What follows belongs to an exercise in optimizing a design on an open flow for small area and a short achievable clock period; a production flow would make more cautious choices. The RTL was checked by simulation tests, not by an equivalence proof against the original design. Power figures rest on the tool's default switching activity, not on a simulated workload.

## mips_core
module mips_core(
	input clk,
	input rst,
	input fwd_en,
	output [31:0] imem_addr,
	input  [31:0] imem_rdata,
	output [31:0] dmem_addr,
	output [31:0] dmem_wdata,
	output dmem_we,
	output dmem_re,
	input  [31:0] dmem_rdata,
	output wb_en,
	output [4:0] wb_dst,
	output [31:0] wb_data
);
clock: 8.0 ns
lec_check: 0
cap_margin: 20
core_margin: 2
core_utilization: 40
cts_cluster_diameter: 65
cts_cluster_size: 30
place_density: 0.55
setup_slack_margin: 5.0
slew_margin: 20
run.sh (not shown) runs the stock make flow with config.mk's settings and CLKGATE_MAP_FILE= SYNTH_SCRIPT=/design/flow/synth_recipe.tcl, a recipe that flattens the netlist after the stock synthesis.
The starting point completed without violations.
Then changed:
==> flow/flow/run.sh (new file) <==
#!/bin/bash
# The standard layout (the standard.sh, standard synthesis included), with
# one change: the buffers that buffer_ports puts on every input and output
# port are sky130_fd_sc_hd__buf_1 cells instead of the default delay-buffer
# cell; repair_design/repair_timing still resize them as timing needs.
# make's full output goes to standard.log; each ORFS step keeps its own log
# under orfs/logs/.
set -euo pipefail
export BUFFER_PORTS_ARGS="-buffer_cell sky130_fd_sc_hd__buf_1"
bash standard.sh > standard.log 2>&1
==> flow/standard.sh (new file) <==
#!/bin/bash
# synth_recipe.tcl (not shown) runs the flow's synth.tcl, then flattens the netlist and writes it again
# the make line also repeats each setting of config.mk as NAME=value (left out here)
make -C /OpenROAD-flow-scripts/flow DESIGN_CONFIG=/design/flow/config.mk WORK_HOME=/design/flow/orfs CLKGATE_MAP_FILE= SYNTH_SCRIPT=/design/flow/synth_recipe.tcl "${@:-finish}"
--- a/flow/config.mk
+++ b/flow/config.mk
@@ -10,3 +10,3 @@
-export CORE_UTILIZATION = 40
-export CTS_CLUSTER_DIAMETER = 65
-export CTS_CLUSTER_SIZE = 30
+export CORE_UTILIZATION = 38
+export CTS_CLUSTER_DIAMETER = 50
+export CTS_CLUSTER_SIZE = 25
@@ -14 +14 @@
-export SETUP_SLACK_MARGIN = 5.0
+export SETUP_SLACK_MARGIN = 4.5
removed: flow/run.sh
Outcome: Global-route usage is lower by 3.8 points; sequential share of layout area is higher by 2.9 points; final area is lower by 6.2%; core utilization is lower by 5.2 points; clock-buffer cell count is higher by 19; power is lower by 6.4%; routed wire length is lower by 3.0%; fmax is lower by 3.2%; die area is higher by 5.2%; synthesized cell count is unchanged.
Then changed:
==> flow/run.sh (new file) <==
#!/bin/bash
# synth_recipe.tcl (not shown) runs the flow's synth.tcl, then flattens the netlist and writes it again
# the make line also repeats each setting of config.mk as NAME=value (left out here)
make -C /OpenROAD-flow-scripts/flow DESIGN_CONFIG=/design/flow/config.mk WORK_HOME=/design/flow/orfs CLKGATE_MAP_FILE= SYNTH_SCRIPT=/design/flow/synth_recipe.tcl finish
--- a/flow/config.mk
+++ b/flow/config.mk
@@ -10,3 +10,3 @@
-export CORE_UTILIZATION = 38
-export CTS_CLUSTER_DIAMETER = 50
-export CTS_CLUSTER_SIZE = 25
+export CORE_UTILIZATION = 40
+export CTS_CLUSTER_DIAMETER = 70
+export CTS_CLUSTER_SIZE = 30
removed: flow/flow/run.sh
removed: flow/standard.sh
Effect:
- non-clock buffer count went down by 30
- synthesized cell count does not change
- wire length went down by about 0.8%
Then changed:
--- a/flow/config.mk
+++ b/flow/config.mk
@@ -10,3 +10,3 @@
-export CORE_UTILIZATION = 40
-export CTS_CLUSTER_DIAMETER = 70
-export CTS_CLUSTER_SIZE = 30
+export CORE_UTILIZATION = 38
+export CTS_CLUSTER_DIAMETER = 50
+export CTS_CLUSTER_SIZE = 25
The changed run finished clean; die area goes up by a few percent; routed wire length is about the same; area after synthesis does not change; count of clock-buffer cells in the layout goes up by 37; global-route usage goes down by 2.2 points; register-to-register slack gains 80 ps; critical path depth goes down by 8; clock power goes up by about a fifth; worst setup slack gains 78 ps; via count stays flat; total power goes up by a few percent.
Then changed:
--- a/flow/config.mk
+++ b/flow/config.mk
@@ -10,3 +10,3 @@
-export CORE_UTILIZATION = 38
-export CTS_CLUSTER_DIAMETER = 50
-export CTS_CLUSTER_SIZE = 25
+export CORE_UTILIZATION = 40
+export CTS_CLUSTER_DIAMETER = 65
+export CTS_CLUSTER_SIZE = 30
@@ -14 +14 @@
-export SETUP_SLACK_MARGIN = 4.5
+export SETUP_SLACK_MARGIN = 4.8
=>
- The new run finished with timing, DRC and antenna clean
- fmax shrinks by 1.7%
- wire length climbs by 2.1%
- global-route usage rises by 3.0 points
- combinational power rises by about 8%
- total power increases by 1.2%
- final cell count fell by about 0.8%
- critical path depth goes up by 8

the reference run:
The RTL this note starts from:
==> flow/design.v <==
module mips_core(
	input clk,
	input rst,
	input fwd_en,
	output [31:0] imem_addr,
	input  [31:0] imem_rdata,
	output [31:0] dmem_addr,
	output [31:0] dmem_wdata,
	output dmem_we,
	output dmem_re,
	input  [31:0] dmem_rdata,
	output wb_en,
	output [4:0] wb_dst,
	output [31:0] wb_data
);
	reg  [31:2] pc;
	reg  [31:16] ir_hi;           
	reg  [15:0]  ir_lo;           
	reg         ex_wb, ex_mr, ex_mw, ex_bez, ex_bne, ex_jmp;
	reg         ex_sub;
	reg         ex_r_add, ex_r_and, ex_r_or, ex_r_nor, ex_r_xor, ex_r_sh;   
	reg         ex_sh_left, ex_sh_arith;
	reg  [16:0] ex_imm;               
	reg  [4:0]  ex_dst;
	reg  [31:0] ex_a, ex_b;
	reg         ex_f1e, ex_f1m, ex_f1r;    
	reg         ex_f2e, ex_f2m, ex_f2r;    
	reg         ex_ye, ex_ym, ex_yr, ex_yi;  
	reg         m_wb, m_mr, m_mw;
	reg  [31:0] m_res, m_st;
	reg  [4:0]  m_dst;
	reg         w_en;
	reg  [4:0]  w_dst;
	reg  [31:0] w_val;
	reg         fwd_q;
	reg  [31:1] rf_vld;
	wire [31:0] rf_q [1:31];
	wire [5:0] op = ir_hi[31:26];
	wire [4:0] rs = ir_hi[25:21];
	wire [4:0] rt = ir_hi[20:16];
	wire [4:0] rd = ir_lo[15:11];
	wire [15:0] imm = ir_lo;
	wire d_bez   = (op == 6'd40);
	wire d_bne   = (op == 6'd41);
	wire d_jmp   = (op == 6'd42);
	wire d_br    = d_bez | d_bne | d_jmp;
	wire d_ld    = (op == 6'd36);
	wire d_st    = (op == 6'd37);
	wire d_itype = (op == 6'd32) | (op == 6'd33) | d_ld | d_st | d_br;
	wire d_wb    = (op == 6'd32) | (op == 6'd33) | d_ld | (!d_itype && op != 6'd0);
	wire d_rwi   = d_itype & !d_st & !d_bne;    
	wire [4:0] d_dst = d_itype ? rt : rd;
	reg [3:0] d_cmd;
	always @(*) begin
		case (op)
			6'd3, 6'd33: d_cmd = 4'd2;    
			6'd5:        d_cmd = 4'd4;    
			6'd6:        d_cmd = 4'd5;    
			6'd7:        d_cmd = 4'd6;    
			6'd8:        d_cmd = 4'd7;    
			6'd9, 6'd10: d_cmd = 4'd8;    
			6'd11:       d_cmd = 4'd9;    
			6'd12:       d_cmd = 4'd10;   
			default:     d_cmd = 4'd0;    
		endcase
	end
	wire [16:0] imm_sx  = {imm[15], imm};
	wire [16:0] d_imm   = d_br ? imm_sx - 17'd1 : imm_sx;
	wire rs_e = (rs == ex_dst), rt_e = (rt == ex_dst);
	wire rs_m = (rs == m_dst),  rt_m = (rt == m_dst);
	wire hz_fwd = ex_mr & (rs_e | (rt_e & !d_rwi));
	wire hz_nofwd = d_rwi ? ((m_wb & rs_m) | (ex_wb & rs_e))
	                      : ((m_wb & (rs_m | rt_m)) | (ex_wb & (rs_e | rt_e)));
	wire freeze = fwd_q ? hz_fwd : hz_nofwd;
	wire exd_nz = |ex_dst, md_nz = |m_dst;
	wire f1e = fwd_q & ex_wb & exd_nz & rs_e;
	wire f1m = fwd_q & m_wb & md_nz & rs_m;
	wire f2e = fwd_q & ex_wb & exd_nz & rt_e;
	wire f2m = fwd_q & m_wb & md_nz & rt_m;
	reg  [31:0] ra, rb;
	reg         ha, hb;
	integer k;
	always @(*) begin
		ra = 32'd0; rb = 32'd0; ha = 1'b0; hb = 1'b0;
		for (k = 1; k < 32; k = k + 1) begin
			ra = ra | ({32{rs == k && rf_vld[k]}} & rf_q[k]);
			rb = rb | ({32{rt == k && rf_vld[k]}} & rf_q[k]);
			ha = ha | (rs == k && rf_vld[k]);
			hb = hb | (rt == k && rf_vld[k]);
		end
		ra[4:0] = ra[4:0] | (rs & {5{!ha}});
		rb[4:0] = rb[4:0] | (rt & {5{!hb}});
	end
	wire [31:0] fa = ({32{ex_f1e}} & m_res) | ({32{ex_f1m}} & w_val) | ({32{ex_f1r}} & ex_a);
	wire [31:0] fb = ({32{ex_f2e}} & m_res) | ({32{ex_f2m}} & w_val) | ({32{ex_f2r}} & ex_b);
	wire [31:0] x  = fa;
	wire [31:0] y  = ({32{ex_ye}} & m_res) | ({32{ex_ym}} & w_val) | ({32{ex_yr}} & ex_b)
	               | ({32{ex_yi}} & {{15{ex_imm[16]}}, ex_imm});
	wire        sub = ex_sub;
	wire [31:0] sum = x + (y ^ {32{sub}}) + {31'd0, sub};
	wire [31:2] br_addr = pc + {{13{ex_imm[16]}}, ex_imm};
	wire [31:2] pc_inc;
	genvar gk;
	generate
		for (gk = 2; gk < 32; gk = gk + 1) begin : g_inc
			if (gk == 2) begin : g0
				assign pc_inc[gk] = !pc[gk];
			end else begin : gn
				assign pc_inc[gk] = pc[gk] ^ (&pc[gk-1:2]);
			end
		end
	endgenerate
	wire        sh_left  = ex_sh_left;
	wire        sh_fill  = ex_sh_arith & x[31];
	wire        sh_big   = |y[31:5];
	reg  [31:0] x_rev, r_rev;
	wire [31:0] sh_in = sh_left ? x_rev : x;
	wire signed [32:0] sh_sin = {sh_fill, sh_in};
	wire signed [32:0] sh_ext = sh_sin >>> y[4:0];
	wire [31:0] sh_r = sh_ext[31:0];
	always @(*) begin
		for (k = 0; k < 32; k = k + 1) begin
			x_rev[k] = x[31-k];
			r_rev[k] = sh_r[31-k];
		end
	end
	wire [31:0] sh_out = sh_big ? {32{sh_fill}} : (sh_left ? r_rev : sh_r);
	wire [31:0] res = ({32{ex_r_add}} & sum)
	                | ({32{ex_r_and}} & (x & y))
	                | ({32{ex_r_or}}  & (x | y))
	                | ({32{ex_r_nor}} & ~(x | y))
	                | ({32{ex_r_xor}} & (x ^ y))
	                | ({32{ex_r_sh}}  & sh_out);
	wire br_taken = (ex_bez & (fa == 32'd0)) | (ex_bne & (fa != fb)) | ex_jmp;
	wire [31:0] m_val = m_mr ? dmem_rdata : m_res;
	wire        rf_we = m_wb & (|m_dst);
	always @(posedge clk or posedge rst) begin
		if (rst) pc <= 30'd0;
		else if (br_taken) pc <= br_addr;
		else if (!freeze) pc <= pc_inc;
	end
	always @(posedge clk or posedge rst) begin
		if (rst) ir_hi <= 16'd0;
		else if (br_taken) ir_hi <= 16'd0;
		else if (!freeze) ir_hi <= imem_rdata[31:16];
	end
	always @(posedge clk) begin
		if (!freeze) ir_lo <= imem_rdata[15:0];
	end
	always @(posedge clk or posedge rst) begin
		if (rst) {ex_wb, ex_mr, ex_mw, ex_bez, ex_bne, ex_jmp} <= 6'd0;
		else if (br_taken | freeze) {ex_wb, ex_mr, ex_mw, ex_bez, ex_bne, ex_jmp} <= 6'd0;
		else {ex_wb, ex_mr, ex_mw, ex_bez, ex_bne, ex_jmp} <= {d_wb, d_ld, d_st, d_bez, d_bne, d_jmp};
	end
	always @(posedge clk) begin
		ex_sub   <= (d_cmd == 4'd2);
		ex_r_add <= (d_cmd == 4'd0) | (d_cmd == 4'd2);
		ex_r_and <= (d_cmd == 4'd4);
		ex_r_or  <= (d_cmd == 4'd5);
		ex_r_nor <= (d_cmd == 4'd6);
		ex_r_xor <= (d_cmd == 4'd7);
		ex_r_sh  <= (d_cmd == 4'd8) | (d_cmd == 4'd9) | (d_cmd == 4'd10);
		ex_sh_left  <= (d_cmd == 4'd8);
		ex_sh_arith <= (d_cmd == 4'd9);
		fwd_q    <= fwd_en;
		ex_imm   <= d_imm;
		ex_dst   <= d_dst;
		ex_a     <= ra;
		ex_b     <= rb;
		ex_f1e   <= f1e;
		ex_f1m   <= f1m & !f1e;
		ex_f1r   <= !f1m & !f1e;
		ex_f2e   <= f2e;
		ex_f2m   <= f2m & !f2e;
		ex_f2r   <= !f2m & !f2e;
		ex_ye    <= !d_itype & f2e;
		ex_ym    <= !d_itype & f2m & !f2e;
		ex_yr    <= !d_itype & !f2m & !f2e;
		ex_yi    <= d_itype;
	end
	always @(posedge clk or posedge rst) begin
		if (rst) {m_wb, m_mr, m_mw} <= 3'd0;
		else {m_wb, m_mr, m_mw} <= {ex_wb, ex_mr, ex_mw};
	end
	always @(posedge clk) begin
		m_res <= res;
		m_st  <= fb;
		m_dst <= ex_dst;
	end
	always @(posedge clk or posedge rst) begin
		if (rst) w_en <= 1'b0;
		else w_en <= m_wb;
	end
	always @(posedge clk) begin
		w_dst <= m_dst;
		w_val <= m_val;
	end
	genvar gi;
	generate
		for (gi = 1; gi < 32; gi = gi + 1) begin : g_rf
			reg [31:0] r;
			always @(posedge clk) begin
				if (rf_we && m_dst == gi) r <= m_val;
			end
			assign rf_q[gi] = r;
			always @(posedge clk or posedge rst) begin
				if (rst) rf_vld[gi] <= 1'b0;
				else if (rf_we && m_dst == gi) rf_vld[gi] <= 1'b1;
			end
		end
	endgenerate
	assign imem_addr  = {pc, 2'b00};
	assign dmem_addr  = m_res;
	assign dmem_wdata = m_st;
	assign dmem_we    = m_mw;
	assign dmem_re    = m_mr;
	assign wb_en      = w_en;
	assign wb_dst     = w_dst;
	assign wb_data    = w_val;
endmodule
clock: 8.0 ns
lec_check: 0
cap_margin: 20
core_margin: 2
core_utilization: 40
cts_cluster_diameter: 80
cts_cluster_size: 30
place_density: 0.55
setup_slack_margin: 4.5
slew_margin: 20
Stock flow here: none of the scripts above is used.
--- input diff the reference run..the trial run ---
- CTS_CLUSTER_DIAMETER changed from 80 to 70
When the trial run is set beside the reference run, its headroom to the max-slew limit turns out to be 1.3 points smaller.
Between the trial run and the reference run, the fraction of power spent switching nets figures differ only marginally.
Diff the reference run -> the trial run: clock skew lost 0.0030 ns, area growth from synthesis to final layout now sits higher.

-- re-timing with driven ports --
The results above use ideal ports. As a check the final layouts listed here were re-extracted and re-timed, cells and wires unchanged.
Step 1, drivers: a clkbuf_16 drives clk and a buf_2 each remaining input, both assumed.
Step 2 times the ports against the registers' clock, not the clock port: input delays grow and output delays shrink by t, the midpoint of the rising clock arrivals with the driver on.
Three values: ideal ports, drivers, drivers and shift; two values: the first two.
run	t, ns	slack for setup (ns)	worst hold slack (ns)	latest minus earliest clock arrival (ns)
the first run of note 1	0.867	4.390 / 4.390 / 4.390	0.423 / 0.423 / 0.423	0.073 / 0.073
the second run of note 1	0.854	4.271 / 4.271 / 4.271	0.426 / 0.426 / 0.426	0.062 / 0.062
the third run of note 1	0.835	4.286 / 4.286 / 4.286	0.414 / 0.414 / 0.414	0.079 / 0.080
the fourth run of note 1	0.841	4.363 / 4.363 / 4.363	0.415 / 0.415 / 0.415	0.062 / 0.061
the fifth run of note 1	0.837	4.299 / 4.299 / 4.299	0.418 / 0.418 / 0.418	0.047 / 0.047
the reference run	0.822	4.341 / 4.341 / 4.341	0.361 / 0.361 / 0.361	0.062 / 0.062
the trial run	0.823	4.270 / 4.270 / 4.270	0.360 / 0.360 / 0.360	0.059 / 0.060
After both steps setup and hold are still met in every run listed.
